This design comes from an exercise in tuning for small area on the open sky130 flow, not from production work. Where RTL was checked, it was by simulation tests only, not by an equivalence proof against the original.

==> flow/design.v (excerpt) <==
module cordic(angle, out1, clk);
  input signed [31:0] angle;
  input clk;
  output [15:0] out1;
  wire [15:0] a_hi = angle[31:16];
  wire [14:0] u_c = (a_hi[15] != a_hi[14]) ? {15{~a_hi[15]}} : {~a_hi[14], a_hi[13:0]};
  wire [15:0] x_1;
  wire signed [16:0] y_2;
  reg [15:0] x_1_t; reg signed [16:0] y_2_t;
  assign x_1 = x_1_t; assign y_2 = y_2_t;
  always @* case (u_c[14:9])
    6'd0: begin x_1_t = 16'd43266; y_2_t = -17'sd33652; end
    6'd1: begin x_1_t = 16'd42234; y_2_t = -17'sd32318; end
    6'd2: begin x_1_t = 16'd41245; y_2_t = -17'sd31012; end
    6'd3: begin x_1_t = 16'd40295; y_2_t = -17'sd29738; end
    6'd4: begin x_1_t = 16'd39382; y_2_t = -17'sd28487; end
    6'd5: begin x_1_t = 16'd38510; y_2_t = -17'sd27271; end
    6'd6: begin x_1_t = 16'd37677; y_2_t = -17'sd26079; end
    6'd7: begin x_1_t = 16'd36879; y_2_t = -17'sd24915; end
    6'd8: begin x_1_t = 16'd36093; y_2_t = -17'sd23733; end
    6'd9: begin x_1_t = 16'd35367; y_2_t = -17'sd22617; end
    6'd10: begin x_1_t = 16'd34678; y_2_t = -17'sd21521; end
    6'd11: begin x_1_t = 16'd34022; y_2_t = -17'sd20449; end
    6'd12: begin x_1_t = 16'd33397; y_2_t = -17'sd19390; end
    6'd13: begin x_1_t = 16'd32807; y_2_t = -17'sd18356; end
  ...
Size in the first run: ~2800 cells after synthesis, ~740 flip-flops, roughly 49 I/O pins.
clock: 5.5 ns
lec_check: 0
cap_margin: 20
core_margin: 2
core_utilization: 60
cts_buf_list: sky130_fd_sc_hd__clkbuf_16
cts_cluster_diameter: 100
cts_cluster_size: 30
place_density: 0.7
slew_margin: 20
run.sh (not shown) runs the stock make flow with config.mk's settings and CLKGATE_MAP_FILE= SYNTH_SCRIPT=/design/flow/synth_recipe.tcl, a recipe that flattens the netlist after the stock synthesis.
The baseline produced a clean layout.
Edit:
Settings changed: ABC_AREA set to 1, CORE_UTILIZATION 60 to 40, PLACE_DENSITY 0.7 to not set.
=>
- design area goes up by 1.1%
- clock-buffer cell count rises by 1
- hold slack improved by 0.019 ns
- via count is about the same
Edit:
Settings changed: ABC_AREA 1 to not set, CTS_BUF_LIST sky130_fd_sc_hd__clkbuf_16 to sky130_fd_sc_hd__clkbuf_8 sky130_fd_sc_hd__clkbuf_16, CTS_CLUSTER_DIAMETER 100 to 80, CTS_CLUSTER_SIZE 30 to 24.
What happened: The changed run finished with timing, DRC and antenna clean. Core utilization goes up by 0.30 points. Setup slack improved by 0.0051 ns. Sequential share of layout area went down by 0.39 points. Die area climbs by 0.44%. Count of clock-buffer cells in the layout grows by 9. Wire length rose by 10%. Design area is higher by 0.85%. Critical path depth climbs by 4. Worst hold slack gets worse by 0.020 ns.
Edit:
Settings changed: CORE_UTILIZATION 40 to 55, CTS_BUF_LIST sky130_fd_sc_hd__clkbuf_8 sky130_fd_sc_hd__clkbuf_16 to sky130_fd_sc_hd__clkbuf_8, CTS_CLUSTER_DIAMETER 80 to 50, CTS_CLUSTER_SIZE 24 to 16.
- The new run ran to the end with no violations
- cell area is about the same
- cell count shrinks by 5.7%
- global-route usage is higher by 5.6 points
- flip-flop and latch count stays the same
- wire length goes down by 1.7%
- maximum frequency barely changes
- register-to-register slack barely changes
- non-clock buffer count goes down by 4
Edit:
Settings changed: CORE_UTILIZATION 55 to 40, CTS_BUF_LIST sky130_fd_sc_hd__clkbuf_8 to sky130_fd_sc_hd__clkbuf_16, CTS_CLUSTER_DIAMETER 50 to 100, CTS_CLUSTER_SIZE 16 to 30.
What happened:
- core utilization is lower by 17 points
- design area is lower slightly
- register-to-register slack loses 0.02 ns


== the reference run ==
cordic, a different RTL version from the one above (not shown whole).
For scale: roughly 2,900 cells after synthesis, ~49 I/O pins.
clock: 5.5 ns
lec_check: 0
cap_margin: 20
core_margin: 2
core_utilization: 40
cts_buf_list: sky130_fd_sc_hd__clkbuf_8
cts_cluster_diameter: 60
cts_cluster_size: 20
slew_margin: 20
For the trial run, these inputs were changed with respect to the reference run:
Settings: CTS_CLUSTER_DIAMETER removed (was 60); CTS_CLUSTER_SIZE removed (was 20); CTS_BUF_LIST removed (was sky130_fd_sc_hd__clkbuf_8).
### Flow results
The run showing the smaller final-layout worst hold slack is the reference run. Compared with the reference run, the trial run shows a higher global-route met3 utilization. Higher fraction of layout instances using a drive strength above 1 among the trial run and the reference run: the trial run. Compared the trial run vs the reference run, and number of levels in the clock H-tree is up in the trial run. Looking at critical path depth, the trial run sits below the reference run. Relative to the reference run, worst slew margin relative to its limit decreased by 3.0 points in the trial run. On final worst setup slack, the lower figure sits with the reference run, not the trial run.
No functional check of the RTL was part of any run of this note.


cordic with an RTL version that a note above also has.
Size in the first run: ~740 flip-flops, about 49 I/O pins.
make LEC_CHECK=0 CAP_MARGIN=20 CORE_MARGIN=2 CORE_UTILIZATION=40 CTS_BUF_LIST='sky130_fd_sc_hd__clkbuf_4 sky130_fd_sc_hd__clkbuf_8' CTS_CLUSTER_DIAMETER=40 CTS_CLUSTER_SIZE=12 SLEW_MARGIN=20 finish   # period 5.5 ns
The first run ran to the end with no violations.
Change:
Settings changed: CTS_BUF_LIST sky130_fd_sc_hd__clkbuf_4 sky130_fd_sc_hd__clkbuf_8 to sky130_fd_sc_hd__clkbuf_8, CTS_CLUSTER_DIAMETER 40 to 45, CTS_CLUSTER_SIZE 12 to 18.
Effect: The changed run completed with no timing, DRC or antenna violations. Hold slack gets worse by 0.029 ns. Global-route usage is about the same. Worst setup slack got worse by 0.018 ns.

## separate check: timing with driven ports
No port has a modelled driver above. Below, the same layouts with a new extraction and two added sets of constraints.
Step 1: set_driving_cell puts a clkbuf_16 on clk and a buf_2 on each other input, an assumption about the parent block.
Step 2 also shifts input and output timing later by t, the mid clock arrival at the registers, as if the neighbouring blocks saw the same clock.
Slacks: ideal ports / drivers / drivers and shift; pairs: ideal ports / drivers.
run	shift t [ns]	slack for setup (ns)	worst hold slack (ns)	latest minus earliest clock arrival (ns)
the first run of note 1	0.643	0.191 / 0.191 / 0.191	0.305 / 0.305 / 0.305	0.050 / 0.049
the second run of note 1	0.679	0.193 / 0.193 / 0.193	0.324 / 0.324 / 0.324	0.042 / 0.042
the third run of note 1	0.630	0.198 / 0.198 / 0.198	0.303 / 0.303 / 0.303	0.026 / 0.026
the fourth run of note 1	0.706	0.209 / 0.209 / 0.209	0.288 / 0.288 / 0.288	0.042 / 0.042
the fifth run of note 1	0.676	0.185 / 0.185 / 0.185	0.322 / 0.322 / 0.322	0.032 / 0.032
the reference run	0.736	0.165 / 0.165 / 0.165	0.294 / 0.294 / 0.294	0.062 / 0.063
the trial run	0.674	0.203 / 0.203 / 0.203	0.314 / 0.314 / 0.314	0.032 / 0.033
the first run of note 3	0.736	0.204 / 0.204 / 0.204	0.317 / 0.317 / 0.317	0.053 / 0.053
the second run of note 3	0.734	0.186 / 0.186 / 0.186	0.287 / 0.287 / 0.287	0.059 / 0.059
After both steps every run listed still meets setup and hold.
